This is an optimization exercise on Yosys and OpenROAD, whose aim is small area, not a production implementation.
The RTL was checked by simulation tests, not by an equivalence proof against the original design.
No driver is modelled on the clock port, so clocking that relies on it looks cheaper here than on a real chip.
Power and IR drop assume default switching activity.

== the reference run ==
==> flow/design.v <==
module flappy_core(
	input clk,
	input resetn,
	input go,
	input stop,
	input jump,
	input [1:0] sw,
	output [7:0] x,
	output [6:0] y,
	output [2:0] colour,
	output [7:0] HEX0,
	output [7:0] HEX1,
	output [7:0] HEX2,
	output [7:0] HEX3,
	output [14:0] LEDR
	);
	localparam S_READY = 2'd0, S_READY_WAIT = 2'd1, S_MOVE = 2'd2, S_STOP = 2'd3;
	reg [1:0] cur;
	reg lose;
	wire start = (cur == S_READY);
	always @(posedge clk) begin
		if (!resetn)
			cur <= S_READY;
		else case (cur)
			S_READY: cur <= go ? S_READY_WAIT : S_READY;
			S_READY_WAIT: cur <= S_MOVE;
			S_MOVE: cur <= stop ? S_STOP : (lose ? S_READY : S_MOVE);
			default: cur <= S_READY;
		endcase
	end
	localparam [10:0] TICK_STATE = 11'd1427;
	reg [10:0] timer;
	wire tick = (timer == TICK_STATE);
	wire [10:0] timer_load =
		(sw == 2'b00) ? 11'd1930 :    
		(sw == 2'b01) ? 11'd1946 :    
		(sw == 2'b10) ? 11'd1422 :    
		                11'd926;      
	always @(posedge clk) begin
		if (!resetn || start || tick)
			timer <= timer_load;
		else
			timer <= {timer[9:0], timer[10] ^ timer[8]};
	end
	reg [6:0] height;
	reg going_up;
	reg [3:0] start_falling;
	reg p_neg;
	reg [3:0] p_a, p_b;
	reg [3:0] d0, d1, d2, d3;
	reg d4;                 
	wire shift = d0[0] && (d0[1] ^ d1[0]);
	wire bird_vis = !(p_neg && p_a == 4'd0 && p_b == 4'd0 && d0[1:0] == 2'd0);
	localparam [8*8-1:0] OBST = {8'd10, 8'd35, 8'd25, 8'd45, 8'd30, 8'd20, 8'd40, 8'd35};
	function [8:0] seq_next;
		input [8:0] p;    
		begin
			if (p[7:4] == 4'd15 && p[3:0] == 4'd1)
				seq_next = 9'd0;
			else if (p[3:0] == 4'd12)
				seq_next = {p[8], (p[7:4] == 4'd4) ? 4'd8 : p[7:4] + 4'd1, 4'd0};
			else
				seq_next = {p[8:4], p[3:0] + 4'd1};
		end
	endfunction
	wire [5:0] p_h = OBST[{p_a[2:0], 3'b000} +: 6];
	wire bird_pipe_on = !p_neg && p_a[3] && (shift ? (p_b == 4'd0) : (p_b == 4'd1));
	wire hit = (height == 7'd0) || (height == 7'd80) ||
		(bird_pipe_on && (height < {1'b0, p_h} || height > {1'b0, p_h} + 7'd24));
	wire sf_zero = (start_falling == 4'd0);
	wire up_next = jump | (going_up & !sf_zero);
	always @(posedge clk) begin
		if (!resetn)
			start_falling <= 4'd0;
		else if (!start && tick) begin
			if (jump)
				start_falling <= 4'd15;
			else if (!sf_zero)
				start_falling <= start_falling - 4'd1;
		end
	end
	wire c0_9 = (d0 == 4'd9);
	wire c1_9 = c0_9 && (d1 == 4'd9);
	wire c2_9 = c1_9 && (d2 == 4'd9);
	wire c3_9 = c2_9 && (d3 == 4'd9);
	wire wrap = d4 && d3 == 4'd6 && d2 == 4'd3 && d1 == 4'd8 && d0 == 4'd3;
	always @(posedge clk) begin
		if (!resetn || start) begin
			height <= 7'd40;
			going_up <= 1'b1;
			lose <= 1'b0;
			{p_neg, p_a, p_b} <= {1'b1, 8'd0};
			d0 <= 4'd0; d1 <= 4'd0; d2 <= 4'd0; d3 <= 4'd0; d4 <= 1'b0;
		end else if (tick) begin
			if (shift)
				{p_neg, p_a, p_b} <= seq_next({p_neg, p_a, p_b});
			if (hit)
				lose <= 1'b1;
			going_up <= up_next;
			height <= up_next ? height + 7'd1 : height - 7'd1;
			d0 <= (c0_9 || wrap) ? 4'd0 : d0 + 4'd1;
			d1 <= (c1_9 || wrap) ? 4'd0 : d1 + {3'd0, c0_9};
			d2 <= (c2_9 || wrap) ? 4'd0 : d2 + {3'd0, c1_9};
			d3 <= (c3_9 || wrap) ? 4'd0 : d3 + {3'd0, c2_9};
			d4 <= !wrap && (d4 || c3_9);
		end
	end
	assign LEDR[14:8] = height;
	assign LEDR[7] = 1'b0;
	assign LEDR[6] = going_up;
	assign LEDR[5:0] = 6'b0;
	reg [7:0] xr;
	reg [6:0] yr;
	reg c0;                 
	reg fstart;             
	reg q_neg;
	reg [3:0] q_a, q_b;
	wire col_end = (yr == 7'd5);
	wire x_end = (xr == 8'd159);
	wire last = !fstart && col_end && x_end;
	wire is_bird = fstart || (xr == 8'd0) || (xr == 8'd1 && !col_end);
	wire new_col = fstart || col_end;     
	wire [5:0] q_h = OBST[{q_a[2:0], 3'b000} +: 6];
	wire [6:0] opnd = is_bird ? height : {1'b0, q_h};
	wire [7:0] sum = {1'b0, yr} + {1'b0, opnd};
	wire bird_on = !new_col && (bird_vis ? (sum >= 8'd82 && sum <= 8'd85) : (yr >= 7'd82));
	wire pipe_on = !q_neg && q_a[3] && (q_b == 4'd1) && (new_col || sum > 8'd85 || sum < 8'd61);
	wire q_step = (yr == 7'd6) && (xr[1:0] == 2'b01) && (xr[7:2] != 6'd0);
	always @(posedge clk) begin
		if (!resetn || last)
			{q_neg, q_a, q_b} <= {p_neg, p_a, p_b};
		else if (q_step)
			{q_neg, q_a, q_b} <= seq_next({q_neg, q_a, q_b});
	end
	always @(posedge clk) begin
		fstart <= !resetn || last;
		xr <= fstart ? 8'd0 : xr + {7'd0, col_end && !x_end};
		yr <= (fstart || (col_end && !x_end)) ? 7'd84 : (col_end ? 7'd5 : yr - 7'd1);
		c0 <= is_bird ? !bird_on : !pipe_on;
	end
	assign x = xr;
	assign y = yr;
	assign colour = {~c0, c0 | (xr[7:1] != 7'd0), c0};
	localparam [16*8-1:0] SEG = {
		{6{8'bxxxxxxxx}},
		8'b00011000, 8'b00000000, 8'b01111000, 8'b00000010, 8'b00010010,
		8'b00011001, 8'b00110000, 8'b00100100, 8'b01111001, 8'b01000000};
	assign HEX0 = {1'b0, SEG[{d0, 3'b000} +: 7]};
	assign HEX1 = {1'b0, SEG[{d1, 3'b000} +: 7]};
	assign HEX2 = {1'b0, SEG[{d2, 3'b000} +: 7]};
	assign HEX3 = {1'b0, SEG[{d3, 3'b000} +: 7]};
endmodule
==> flow/config.mk <==
export PLATFORM = sky130hd
export DESIGN_NAME = flappy_core
export DESIGN_NICKNAME = flappy_core
export VERILOG_FILES = /design/flow/design.v
export SDC_FILE = /design/flow/constraint.sdc
export NUM_CORES = 4
export LEC_CHECK = 0
export CAP_MARGIN = 20
export CORE_MARGIN = 2
export CORE_UTILIZATION = 70
export PLACE_DENSITY = 0.8
export SLEW_MARGIN = 20
==> flow/constraint.sdc <==
create_clock -name core_clock -period 20.0 [get_ports {clk}]
set_input_delay 4.0000 -clock core_clock [delete_from_list [all_inputs] [get_ports {clk}]]
set_output_delay 4.0000 -clock core_clock [all_outputs]
set_load 0.01 [all_outputs]
standard.sh (not shown) runs the stock make flow with config.mk's settings and CLKGATE_MAP_FILE= SYNTH_SCRIPT=/design/flow/synth_recipe.tcl, a recipe that flattens the netlist after the stock synthesis.
==> flow/flow/run.sh <==
#!/bin/bash
# The standard layout (standard.sh), with these changes:
#  - synthesis: ORFS's synth.tcl run through the standard flow's own synth_recipe.tcl, with
#    only the abc call changed to use flow/abc.script (area-oriented mapping),
#    and no half/full adder cells (ADDER_MAP_FILE empty), so abc maps the
#    arithmetic too. Everything before abc (and so every register, its name
#    and its cell) is the standard synthesis's.
#  - the port buffers are sky130_fd_sc_hd__buf_1,
#  - the constant outputs share one tie cell (SKIP_REPAIR_TIE_FANOUT),
#  - the clock tree is built from clkbuf_4, without dummy loads; leaves with
#    slow clock pins are upsized afterwards (flow/post_cts.tcl).
# Each tool's log is under orfs/logs/; make's output goes to standard_flow.log.
set -euo pipefail
WORK=$(pwd)
FLOWDIR=$WORK/flow
sed "s#log_cmd abc {\*}\$abc_args#log_cmd abc -script $FLOWDIR/abc.script {*}[lrange \$abc_args 2 end]#" \
  "$FLOW_HOME/scripts/synth.tcl" > "$WORK/own_synth.tcl"
grep -q "abc -script $FLOWDIR/abc.script" "$WORK/own_synth.tcl"
sed "s#source \$::env(SCRIPTS_DIR)/synth.tcl#source $WORK/own_synth.tcl#" "$WORK/synth_recipe.tcl" > "$WORK/own_synth_recipe.tcl"
grep -q "source $WORK/own_synth.tcl" "$WORK/own_synth_recipe.tcl"
bash standard.sh SYNTH_SCRIPT="$WORK/own_synth_recipe.tcl" ADDER_MAP_FILE= \
  "BUFFER_PORTS_ARGS=-buffer_cell sky130_fd_sc_hd__buf_1" \
  SKIP_REPAIR_TIE_FANOUT=1 \
  "CTS_ARGS=-sink_clustering_enable -repair_clock_nets -dont_use_dummy_load -buf_list sky130_fd_sc_hd__clkbuf_4 -root_buf sky130_fd_sc_hd__clkbuf_4 -tree_buf sky130_fd_sc_hd__clkbuf_4" \
  POST_CTS_TCL="$FLOWDIR/post_cts.tcl" \
  finish > standard_flow.log 2>&1
Other scripts of this flow, unchanged in this note and not shown: flow/flow/abc.script, flow/flow/post_cts.tcl
diff inputs: the reference run => the trial run
--- a/flow/design.v
+++ b/flow/design.v
@@ -51,20 +51,39 @@
 	reg d4;                 
 	wire shift = d0[0] && (d0[1] ^ d1[0]);
 	wire bird_vis = !(p_neg && p_a == 4'd0 && p_b == 4'd0 && d0[1:0] == 2'd0);
-	localparam [8*8-1:0] OBST = {8'd10, 8'd35, 8'd25, 8'd45, 8'd30, 8'd20, 8'd40, 8'd35};
+	localparam [16*8-1:0] PIPE = {
+		8'd0,          
+		8'd64 + 8'd35,   
+		8'd64 + 8'd40,   
+		8'd64 + 8'd35,   
+		8'd64 + 8'd45,   
+		8'd64 + 8'd20,   
+		8'bxxxxxxxx,   
+		8'd64 + 8'd10,   
+		8'd0,          
+		8'd64 + 8'd25,   
+		8'd64 + 8'd30,   
+		8'bxxxxxxxx,   
+		8'd0,          
+		8'bxxxxxxxx,   
+		8'd0,          
+		8'd0};    
+	function [3:0] step;
+		input [3:0] v;
+		step = {v[2:0], v[0] ^ v[3] ^ !(v[0] | v[1])};
+	endfunction
 	function [8:0] seq_next;
 		input [8:0] p;    
 		begin
-			if (p[7:4] == 4'd15 && p[3:0] == 4'd1)
-				seq_next = 9'd0;
-			else if (p[3:0] == 4'd12)
-				seq_next = {p[8], (p[7:4] == 4'd4) ? 4'd8 : p[7:4] + 4'd1, 4'd0};
+			if (p[7:4] == 4'd8 && p[3:0] == 4'd1)
+				seq_next = {1'b0, step(p[7:4]), 4'd0};
 			else
-				seq_next = {p[8:4], p[3:0] + 4'd1};
+				seq_next = {p[8], (p[3:0] == 4'd8) ? step(p[7:4]) : p[7:4], step(p[3:0])};
 		end
 	endfunction
-	wire [5:0] p_h = OBST[{p_a[2:0], 3'b000} +: 6];
-	wire bird_pipe_on = !p_neg && p_a[3] && (shift ? (p_b == 4'd0) : (p_b == 4'd1));
+	wire [7:0] p_pipe = PIPE[{p_a, 3'b000} +: 8];
+	wire [5:0] p_h = p_pipe[5:0];
+	wire bird_pipe_on = !p_neg && p_pipe[6] && (shift ? (p_b == 4'd0) : (p_b == 4'd1));
 	wire hit = (height == 7'd0) || (height == 7'd80) ||
 		(bird_pipe_on && (height < {1'b0, p_h} || height > {1'b0, p_h} + 7'd24));
 	wire sf_zero = (start_falling == 4'd0);
@@ -120,11 +139,12 @@
 	wire last = !fstart && col_end && x_end;
 	wire is_bird = fstart || (xr == 8'd0) || (xr == 8'd1 && !col_end);
 	wire new_col = fstart || col_end;     
-	wire [5:0] q_h = OBST[{q_a[2:0], 3'b000} +: 6];
+	wire [7:0] q_pipe = PIPE[{q_a, 3'b000} +: 8];
+	wire [5:0] q_h = q_pipe[5:0];
 	wire [6:0] opnd = is_bird ? height : {1'b0, q_h};
 	wire [7:0] sum = {1'b0, yr} + {1'b0, opnd};
 	wire bird_on = !new_col && (bird_vis ? (sum >= 8'd82 && sum <= 8'd85) : (yr >= 7'd82));
-	wire pipe_on = !q_neg && q_a[3] && (q_b == 4'd1) && (new_col || sum > 8'd85 || sum < 8'd61);
+	wire pipe_on = !q_neg && q_pipe[6] && (q_b == 4'd1) && (new_col || sum > 8'd85 || sum < 8'd61);
 	wire q_step = (yr == 7'd6) && (xr[1:0] == 2'b01) && (xr[7:2] != 6'd0);
 	always @(posedge clk) begin
 		if (!resetn || last)
### Flow results
Compared with the reference run, in the trial run worst-case reg-to-reg path depth now larger; average detailed-routed wire length per instance went down; layout overhead on the synthesized area has increased; routed via count fell 30; final worst-path setup slack now sits lower. The trial run vs the reference run: leakage power of the design up. The capture point of the worst path comes out timer[7]$_SDFF_PN1_ in one run and d2[1]$_SDFFE_PP0P_ in the other, namely in the reference run and the trial run respectively.

[what the ideal ports hide]
In the flow no input, the clock included, has a driving cell. The finished layouts below were timed again as built, in two steps.
Step 1 (the two cells are an assumption about what drives the block):
set clk [get_ports {clk}]
set_driving_cell -lib_cell sky130_fd_sc_hd__clkbuf_16 $clk
set_driving_cell -lib_cell sky130_fd_sc_hd__buf_2 [delete_from_list [all_inputs] $clk]
Step 2 times the ports against the registers' clock, not the clock port: input delays grow and output delays shrink by t, the midpoint of the rising clock arrivals with the driver on.
Three values: ideal ports, drivers, drivers and shift; two values: the first two.
run	t (ns)	setup WS [ns]	hold slack, ns	worst setup path at the end	worst register clock-pin slew, ns
the reference run	0.367	13.946 / 13.926 / 13.589	0.437 / 0.437 / 0.437	input to register	0.09 / 0.09
the trial run	0.365	13.800 / 13.809 / 13.444	0.422 / 0.422 / 0.422	input to register	0.09 / 0.09
After both steps setup and hold are still met in every run listed. For the reference run, which loses most, drivers alone change the setup slack by -0.020 ns; drivers and shift together by -0.357 ns.
